Context: an optimization exercise on an open-source flow, tuned for a short achievable clock period. The choices shown serve that exercise and are no tape-out recipe. In this exercise RTL edits were held to simulation tests only and were not proved equivalent to the original. No run shown here takes its clock network from TritonCTS; it comes from the design's own scripts or RTL. The clock input has no modelled driver; a real chip could not lean on it and would need a root buffer or a full tree.

==> flow/design.v (outline; a module is shown in full before it is edited, if it fits) <==
// module fft_4: 2013 lines
// module f4c_g_0001: 3 lines
// module f4c_g_0001_c: 3 lines
// module f4c_g_0101: 3 lines
// module f4c_g_1010: 3 lines
// module f4c_g_1110: 3 lines
// module f4c_inv: 3 lines
// module f4c_maj_011: 3 lines
// module f4c_maj_101: 3 lines
// module f4c_maj_110: 3 lines
// module f4c_maj_111: 3 lines
// module f4c_nand_00: 3 lines
// module f4c_nand_01: 3 lines
// module f4c_nand_10: 3 lines
// module f4c_nand_10_c: 3 lines
// module f4c_nand_11: 3 lines
// module f4c_nor_00: 3 lines
// module f4c_nor_01: 3 lines
// module f4c_nor_10: 3 lines
// module f4c_nor_11: 3 lines
// module f4c_p_001: 3 lines
// module f4c_p_110: 3 lines
// module f4c_pp_01001: 3 lines
// module f4c_pp_01011: 3 lines
// module f4c_pp_10101: 3 lines
// module f4c_pp_11100: 3 lines
// module f4c_pp_11110: 3 lines
// module f4c_xor: 3 lines
// module f4c_xor_c: 3 lines
module fft_4(
        input               clk,
        input               rst_n,
        input wire signed [15:0]  x0_real,
        input wire signed [15:0]  x0_imag,
        input wire signed [15:0]  x1_real,
        input wire signed [15:0]  x1_imag,
        input wire signed [15:0]  x2_real,
        input wire signed [15:0]  x2_imag,
        input wire signed [15:0]  x3_real,
        input wire signed [15:0]  x3_imag,
        output reg signed [15:0]  X0_real,
        output reg signed [15:0]  X0_imag,
        output reg signed [15:0]  X1_real,
        output reg signed [15:0]  X1_imag,
        output reg signed [15:0]  X2_real,
        output reg signed [15:0]  X2_imag,
        output reg signed [15:0]  X3_real,
        output reg signed [15:0]  X3_imag
    );
  // ...
==> flow/flow/run.sh <==
#!/bin/bash
# Own layout flow: the standard flow, except that output flip-flops are
# placed next to their output buffers and the clock tree is a hand-built
# two-level inverter tree (flow/clock_tree.tcl) instead of TritonCTS's.
# Ports are buffered with buf_4 (which timing repair may resize) rather
# than the delay cell buffer_ports picks by default.
set -euo pipefail
here=$PWD
export MY_CLK_LEAVES=${MY_CLK_LEAVES:-0}
export MY_CLK_PER_LEAF=${MY_CLK_PER_LEAF:-24}
export MY_CLK_TOP=${MY_CLK_TOP:-4}
export MY_CLK_TOP_CELL=${MY_CLK_TOP_CELL:-sky130_fd_sc_hd__clkinv_16}
export MY_CLK_LEAF_CELL=${MY_CLK_LEAF_CELL:-sky130_fd_sc_hd__clkinv_8}
bash standard.sh synth > log_synth.txt 2>&1
bash standard.sh PRE_DETAIL_PLACE_TCL=$here/flow/pre_dp.tcl "BUFFER_PORTS_ARGS=-buffer_cell sky130_fd_sc_hd__buf_4" place > log_place.txt 2>&1
# a copy of the ORFS scripts whose cts.tcl builds our own tree
rm -rf myscripts; cp -r $FLOW_HOME/scripts myscripts
sed -i "s#log_cmd clock_tree_synthesis {\*}\$cts_args#source $here/flow/clock_tree.tcl#" myscripts/cts.tcl
grep -q "flow/clock_tree.tcl" myscripts/cts.tcl
sed -n 's/^make -C \(.*\) "\${@:-finish}"$/\1/p' standard.sh > make_args.txt
eval "make -C $(cat make_args.txt) SCRIPTS_DIR=$here/myscripts do-4_1_cts do-4_cts" > log_cts.txt 2>&1
bash standard.sh > log_finish.txt 2>&1
==> flow/flow/clock_tree.tcl <==
# Two-level clock tree in place of clock_tree_synthesis. The clock port
# drives NTOP top cells, each of which drives its share of K leaf cells;
# each leaf drives a cluster of flip-flops. With inverters at both levels
# the flip-flops see the clock in its own polarity. Clusters are made by
# k-means with equal cluster sizes, so every flip-flop sees the same tree.
set K $::env(MY_CLK_LEAVES)
set NTOP $::env(MY_CLK_TOP)
set block [ord::get_db_block]
set db [ord::get_db]
set top_master [$db findMaster $::env(MY_CLK_TOP_CELL)]
set leaf_master [$db findMaster $::env(MY_CLK_LEAF_CELL)]
set clk_net [[$block findBTerm clk] getNet]

# balanced k-means: returns {assign cxs cys}
proc bal_kmeans {xs ys K} {
  set n [llength $xs]
  set cap [expr {($n + $K - 1) / $K}]
  set order [lsort -real -indices $xs]
  set cxs {}; set cys {}
  # initial centres: a grid over the bounding box
  set xmin [::tcl::mathfunc::min {*}$xs]; set xmax [::tcl::mathfunc::max {*}$xs]
  set ymin [::tcl::mathfunc::min {*}$ys]; set ymax [::tcl::mathfunc::max {*}$ys]
  set gx [expr {int(ceil(sqrt($K)))}]
  set gy [expr {int(ceil(double($K) / $gx))}]
  for {set k 0} {$k < $K} {incr k} {
    set ix [expr {$k % $gx}]; set iy [expr {$k / $gx}]
    lappend cxs [expr {$xmin + ($ix + 0.5) * ($xmax - $xmin) / $gx}]
    lappend cys [expr {$ymin + ($iy + 0.5) * ($ymax - $ymin) / $gy}]
  }
  set assign [lrepeat $n 0]
  for {set iter 0} {$iter < 30} {incr iter} {
    # order points by how much they lose if not given their nearest centre
    set keyed {}
    for {set i 0} {$i < $n} {incr i} {
      set x [lindex $xs $i]; set y [lindex $ys $i]
      set ds {}
      for {set k 0} {$k < $K} {incr k} {
        lappend ds [expr {abs($x - [lindex $cxs $k]) + abs($y - [lindex $cys $k])}]
      }
      set s [lsort -real $ds]
      lappend keyed [list $i [expr {[lindex $s end] - [lindex $s 0]}] $ds]
    }
    set used [lrepeat $K 0]
    foreach e [lsort -real -decreasing -index 1 $keyed] {
      lassign $e i regret ds
      set best -1; set bd 1e30
      for {set k 0} {$k < $K} {incr k} {
        if {[lindex $used $k] >= $cap} { continue }
        if {[lindex $ds $k] < $bd} { set bd [lindex $ds $k]; set best $k }
      }
      lset assign $i $best
      lset used $best [expr {[lindex $used $best] + 1}]
    }
    set sx [lrepeat $K 0.0]; set sy [lrepeat $K 0.0]; set sc [lrepeat $K 0]
    for {set i 0} {$i < $n} {incr i} {
      set k [lindex $assign $i]
      lset sx $k [expr {[lindex $sx $k] + [lindex $xs $i]}]
      lset sy $k [expr {[lindex $sy $k] + [lindex $ys $i]}]
      lset sc $k [expr {[lindex $sc $k] + 1}]
    }
    for {set k 0} {$k < $K} {incr k} {
      if {[lindex $sc $k] > 0} {
        lset cxs $k [expr {[lindex $sx $k] / [lindex $sc $k]}]
        lset cys $k [expr {[lindex $sy $k] / [lindex $sc $k]}]
      }
    }
  }
  puts "clock_tree: cluster sizes $sc"
  return [list $assign $cxs $cys]
}

proc add_buf {master name x y in_net out_name} {
  global block
  set b [odb::dbInst_create $block $master $name]
  $b setLocation [expr {int($x)}] [expr {int($y)}]
  $b setPlacementStatus PLACED
  set net [odb::dbNet_create $block $out_name]
  $net setSigType CLOCK
  foreach it [$b getITerms] {
    set mt [$it getMTerm]
    if {[$mt getName] eq "A"} { $it connect $in_net }
    if {[$mt getName] eq "X" || [$mt getName] eq "Y"} { $it connect $net }
  }
  return $net
}

set sinks {}
foreach it [$clk_net getITerms] { lappend sinks $it }
set n [llength $sinks]
if {$K <= 0} { set K [expr {($n + $::env(MY_CLK_PER_LEAF) - 1) / $::env(MY_CLK_PER_LEAF)}] }
puts "clock_tree: $n sinks, $K leaves, $NTOP top cells"
set xs {}; set ys {}
foreach it $sinks {
  set bb [[$it getInst] getBBox]
  lappend xs [expr {([$bb xMin] + [$bb xMax]) / 2.0}]
  lappend ys [expr {([$bb yMin] + [$bb yMax]) / 2.0}]
}
lassign [bal_kmeans $xs $ys $K] assign cxs cys
lassign [bal_kmeans $cxs $cys $NTOP] tassign tcxs tcys

foreach it $sinks { $it disconnect }
set top_nets {}
for {set t 0} {$t < $NTOP} {incr t} {
  lappend top_nets [add_buf $top_master clktop_$t [lindex $tcxs $t] [lindex $tcys $t] $clk_net clknet_top_$t]
}
set leaf_nets {}
for {set k 0} {$k < $K} {incr k} {
  lappend leaf_nets [add_buf $leaf_master clkleaf_$k [lindex $cxs $k] [lindex $cys $k] \
    [lindex $top_nets [lindex $tassign $k]] clknet_leaf_$k]
}
for {set i 0} {$i < $n} {incr i} {
  [lindex $sinks $i] connect [lindex $leaf_nets [lindex $assign $i]]
}
$clk_net setSigType CLOCK
set_propagated_clock [all_clocks]
==> flow/flow/pre_dp.tcl <==
# Before detailed placement: put each output port's flip-flop right next to
# the port's output buffer, so the flop's Q drives a short wire.
set block [ord::get_db_block]
set moved 0
foreach bterm [$block getBTerms] {
  if { [$bterm getIoType] ne "OUTPUT" } { continue }
  set net [$bterm getNet]
  if { $net eq "NULL" } { continue }
  set buf ""
  foreach it [$net getITerms] {
    if { [$it isOutputSignal] } { set buf [$it getInst] }
  }
  if { $buf eq "" } { continue }
  set ff ""
  foreach it [$buf getITerms] {
    if { [$it isInputSignal] } {
      set n2 [$it getNet]
      foreach it2 [$n2 getITerms] {
        if { [$it2 isOutputSignal] } { set ff [$it2 getInst] }
      }
    }
  }
  if { $ff eq "" } { continue }
  if { ![string match "*DFF*" [[$ff getMaster] getName]] && ![string match "*df*" [[$ff getMaster] getName]] } { continue }
  set bb [$buf getBBox]
  set bx [expr {([$bb xMin] + [$bb xMax]) / 2}]
  set by [expr {([$bb yMin] + [$bb yMax]) / 2}]
  # step from the buffer toward the core centre
  set core [$block getCoreArea]
  set cx [expr {([$core xMin] + [$core xMax]) / 2}]
  set cy [expr {([$core yMin] + [$core yMax]) / 2}]
  set dx [expr {$cx - $bx}]
  set dy [expr {$cy - $by}]
  set d [expr {sqrt($dx*$dx + $dy*$dy)}]
  if { $d < 1 } { set d 1 }
  set step 6000
  set nx [expr {int($bx + $dx / $d * $step)}]
  set ny [expr {int($by + $dy / $d * $step)}]
  $ff setLocation $nx $ny
  incr moved
}
puts "pre_dp: moved $moved output flops next to their buffers"
==> flow/standard.sh <==
#!/bin/bash
# synth_recipe.tcl (not shown) runs the flow's synth.tcl, then flattens the netlist and writes it again
# the make line also repeats each setting of config.mk as NAME=value (left out here)
make -C /OpenROAD-flow-scripts/flow DESIGN_CONFIG=/design/flow/config.mk WORK_HOME=/design/flow/orfs CLKGATE_MAP_FILE= SYNTH_SCRIPT=/design/flow/synth_recipe.tcl "${@:-finish}"
==> flow/config.mk <==
export PLATFORM = sky130hd
export DESIGN_NAME = fft_4
export DESIGN_NICKNAME = fft_4
export VERILOG_FILES = /design/flow/design.v
export SDC_FILE = /design/flow/constraint.sdc
export NUM_CORES = 4
export LEC_CHECK = 0
export CAP_MARGIN = 20
export CORE_MARGIN = 2
export CORE_UTILIZATION = 40
export SETUP_SLACK_MARGIN = 2.4
export SLEW_MARGIN = 20
export SYNTH_HIERARCHICAL = 1
==> flow/constraint.sdc <==
create_clock -name core_clock -period 3.5 [get_ports {clk}]
set_input_delay 0.7000 -clock core_clock [delete_from_list [all_inputs] [get_ports {clk}]]
set_output_delay 0.7000 -clock core_clock [all_outputs]
set_load 0.01 [all_outputs]
==> results_dict.tcl, run 1 <==
set metrics [dict create \
    status "complete, no violations" \
    synth_top_cell_by_area "dfrtp_1" \
    synth_cell_types 17 \
    portBuffers 257 \
    synth_compound_area_share_pct 11.25 \
    routedWlPerCell_um 20.29 \
    fillerInstances 6677 \
    period_share_pct 44.47 \
    cts_hold_buffers 0 \
    worstPathArrival_ns 1.73 \
    seq_area_sq_um 17300 \
    die_w_um 294.1 \
    crit_buf_inv 2 \
    pg_clk_mw 3.26 \
    leakagePower_nw 21.60 \
    syn_area_per_cell_sq_um 11.38 \
    grt_pass1_wl_um 138800 \
    tightest_slew_ns 0.5260 \
    fin_skew_ns 0.05329 \
    crit_path_end "X2_imag_x[12]" \
    use_met2_pct 35.72 \
    drcViolationCount 0 \
    dp.cells 4317 \
    wirelength_um 94890 \
    final_nets 3723 \
    post-place-ws_ns 1.696 \
    start_util_pct 40.29 \
    vias 21640 \
    synth_top_area_share_pct 50.99 \
    layout_common_cells "614 x dfrtp_1, 409 x inv_1, 313 x xor2_1" \
    boundaryPins 258 \
    p_comb_mw 14.0 \
    worst_slack_ns 1.944 \
    crit_start "da_x3_imag[12]" \
    grt_usage_pct 21.47 \
    tns_ns 0 \
    cp_slowest_cell "dfrtp_2" \
    coreArea_sq_um 83560 \
]
==> inputs of run 2 (changes only) <==
--- a/flow/config.mk
+++ b/flow/config.mk
@@ -8,6 +8,6 @@
 export CAP_MARGIN = 20
 export CORE_MARGIN = 2
 export CORE_UTILIZATION = 40
-export SETUP_SLACK_MARGIN = 2.4
+export SETUP_SLACK_MARGIN = 2.0
 export SLEW_MARGIN = 20
 export SYNTH_HIERARCHICAL = 1
==> results_dict.tcl, run 2 <==
set metrics [dict create \
    status "complete, no violations" \
    grt_start_max_net_pins 100 \
    min_period_ns 1.497 \
    vias 20570 \
    setup_viol 0 \
    seq_area_sq_um 17210 \
    clock.fmax_mhz 668.0 \
    layout_common_cells "649 x dfrtp_1, 598 x inv_1, 447 x xor2_1" \
    syn-instance-count 2958 \
    peakVddDrop_mv 0.4172 \
    r2r-end "X2_real_g[10]" \
    hpwl_um 69650 \
    slowest_delay_ns 0.41 \
    reg2reg_depth 5 \
    drt_iter0_markers 1035 \
    fin_total_pwr_mw 26.72 \
    synth.area.top_cells "dfrtp_1 51%, xor2_1 16%, maj3_2 7.8%" \
    ys_async_sr_fraction_pct 100.0 \
    synth_top_area_share_pct 50.99 \
    dr_wl_met2_um 42380 \
    synth_commonest_cells "686 x dfrtp_1, 610 x xor2_1, 598 x inv_1" \
    ys_seq_elements 686 \
    critPathKind "flip-flop to primary output" \
    clk_pin_slew_worst_paths_ns 0.09 \
    crit_start "X0_real[14]" \
    coreArea_sq_um 83560 \
    synth_nets 3088 \
    synth_area_sq_um 33660 \
    drt_pre_antenna_iters 4 \
    crit_family "flip-flops" \
    maxCapViolCount 0 \
    synth_top_cell_by_area "dfrtp_1" \
    viasPerCell 4.566 \
    rrSetupSlack_ns 2.01 \
    wirelength_um 88490 \
    ys.flop_type "dfrtp_1" \
    max_slew_margin_pct 64.29 \
    crit_fanout 1 \
    portBuffers 257 \
    final_cells 4505 \
    period_share_pct 42.77 \
    grt_pass1_wl_um 129700 \
    slew_violations 0 \
    tightest_slew_ns 0.5338 \
    crit_buf_inv 1 \
    holdWs_ns 0.3542 \
    grt_usage_pct 20.15 \
    ys_seq_area_share_pct 50.99 \
    synth-edff-count 0 \
    drcViolationCount 0 \
    num_rows 106 \
    final_nets 3552 \
    grt_overflow_total 0 \
    fp.dieH_um 294.1 \
    cp_slowest_cell "dfrtp_1" \
    required_ns 2.80 \
    rsz0062_at_grt "true" \
    final_common_cell "dfrtp_1" \
    leakagePower_nw 19.44 \
    final_layout_size_suffix_gt1_share_pct 37.54 \
    synth_cell_types 17 \
    antenna_found_initial 19 \
    die_w_um 294.1 \
    finalHoldViolations 0 \
    worstHoldPathCells 0 \
    crit_chain "buf_6" \
    rr_startpoint "da_x3_real[10]" \
    crit_path_end "X0_real[14]" \
    p_per_area_nw_per_um2 656.5 \
    ant_nets 0 \
    die-area_sq_um 86500 \
    area_growth_pct 20.89 \
    multi_input_area_sq_um 15610 \
    start_kind "flip-flop" \
    cp.depth 1 \
    synth.yosys.warnings 7 \
    end_kind "primary output" \
    start_util_pct 40.29 \
    globalplace.congestion 0.8655 \
    grt_pass1_vias 20720 \
    routedWlPerCell_um 19.64 \
    top_layer_used "met5" \
    insertion_delay_ns 0.28 \
    fin_skew_ns 0.05528 \
    worstPathArrival_ns 0.80 \
    boundaryPins 258 \
    finish.utilization_pct 48.71 \
    min_path_type "flip-flop to flip-flop" \
    dp.cells 4310 \
    wl_met1_um 40150 \
    synth.most_common_cell "dfrtp_1" \
    tns_ns 0 \
    wl_met3_um 3644 \
    syn_area_per_cell_sq_um 11.38 \
    fillerInstances 7567 \
]
[run 2: cell types whose count changed in the layout (fill, tap and decap cells not counted), sizes merged]
cell	delta
clkbuf	+1
bufbuf	-4
buf	-168
diode	-2
[run 2: layer usage]
metal | up-vias | track usage (%)
met2 | 293 | 32.97
met1 | 10210 | 28.54
met3 | 101 | 2.795
met4 | 20 | 4.281
met5 | - | 0
li1 | 9952 | -
[run 2: layout make-up]
cell class              instances  share of cell area (%)
well taps                    1080                   3.320
multi-input cells            1674                   38.35
repair buffers                429                   9.036
diodes                          5                 0.03074
inverters                     631                   6.970
flip-flops and latches        686                   42.30
[run 2: what timing repair did]
item | 4_1_cts | 5_1_grt
endpoints found under the setup margin | 341 | 351
hold buffers | 0 | 0
pin swaps | 54 | 59
cloned | 0 | 1
gates resized for setup | 175 | 120
setup buffers | 67 | 89
[run 2: Yosys stat by module (local to each module, per instance), excerpt]
module | flip-flops and latches | cell area, sq um | cells | copies in the design
f4c_pp_01001 | 0 | 16.27 | 3 | 2
f4c_g_1110 | 0 | 8.758 | 1 | 36
fft_4 | 686 | 17320 | 726 | 1
f4c_maj_101 | 0 | 15.01 | 2 | 114
f4c_p_001 | 0 | 3.754 | 1 | 78
f4c_nor_11 | 0 | 3.754 | 1 | 28
f4c_nor_00 | 0 | 6.256 | 1 | 6
f4c_nand_00 | 0 | 6.256 | 1 | 2
f4c_pp_10101 | 0 | 20.02 | 3 | 52
f4c_nor_01 | 0 | 13.76 | 1 | 26
[run 2: cells by family after synthesis]
family / Yosys count / share of synthesized area (%)
AND/OR/NAND/NOR: 374 / 7.352
buffers and inverters: 598 / 6.668
adder cells (fa/ha/maj): 232 / 7.760
XOR/XNOR: 614 / 15.97
flip-flops: 686 / 50.99
AO/OA/AOI/OAI: 454 / 11.25
[run 2: worst register-to-register path: cells and delay by family, from the launching register on]
| family | cells | cell delay, ns |
|---|---|---|
| buf+inv | 1 | 0.20 |
| xor+xnor | 2 | 0.50 |
| flops | 1 | 0.57 |
| simple gates | 1 | 0.04 |
| compound gates | 1 | 0.11 |
[run 2: metrics by stage]
step	worst slack, ns	cell area [sq um]
floorplan	2.021	33660
global placement	1.611	37150
detailed placement	1.606	37150
CTS	1.974	39280
global route	1.909	40690
finish	2.003	40700
[run 2: how the worst min path moves through the flow]
stage / from / endpoint / slack, ns
2_1_floorplan: X0_imag_x[0] / X0_imag[0] / 0.33
3_3_place_gp: X0_imag_x[0] / X0_imag[0] / 0.34
3_5_place_dp: X0_imag_x[1] / X0_imag[1] / 0.33
4_1_cts: X0_imag_x[1] / X0_imag[1] / 0.36
5_1_grt: rst_n / X2_imag_p[8] / 0.37
6_report: X0_imag_x[1] / X0_imag[1] / 0.35
[run 2: report_power, final]
| part | internal [mW] | switching, mW |
|---|---|---|
| Clock | 0.431 | 2.79 |
| Combinational | 5.11 | 6.10 |
| Sequential | 10.3 | 1.96 |

-- re-timing with driven ports --
The flow's constraints put no driver on any port. The routed layouts listed below were extracted and timed again, unchanged, in two steps. Step 1 assumes that a clkbuf_16 drives the clock port and a buf_2 every other input. Step 2 moves the port delays by t, midway between the first and last clock arrival at a register: inputs arrive t later, outputs are due t later. That takes back most of the time a late clock gives input paths. a / b / c = ideal / step 1 / step 2; a / b = the first two.
run	t, ns	setup slack, ns	pins driven straight from the clock port
run 1	0.522	1.944 / 1.722 / 1.943	4
run 2	0.516	2.003 / 1.734 / 1.913	4
After both steps setup and hold are still met in every run listed. The setup slack of run 2, which loses most, moves by -0.269 ns with the drivers and by -0.090 ns with both steps. Setup slack includes reset recovery checks.
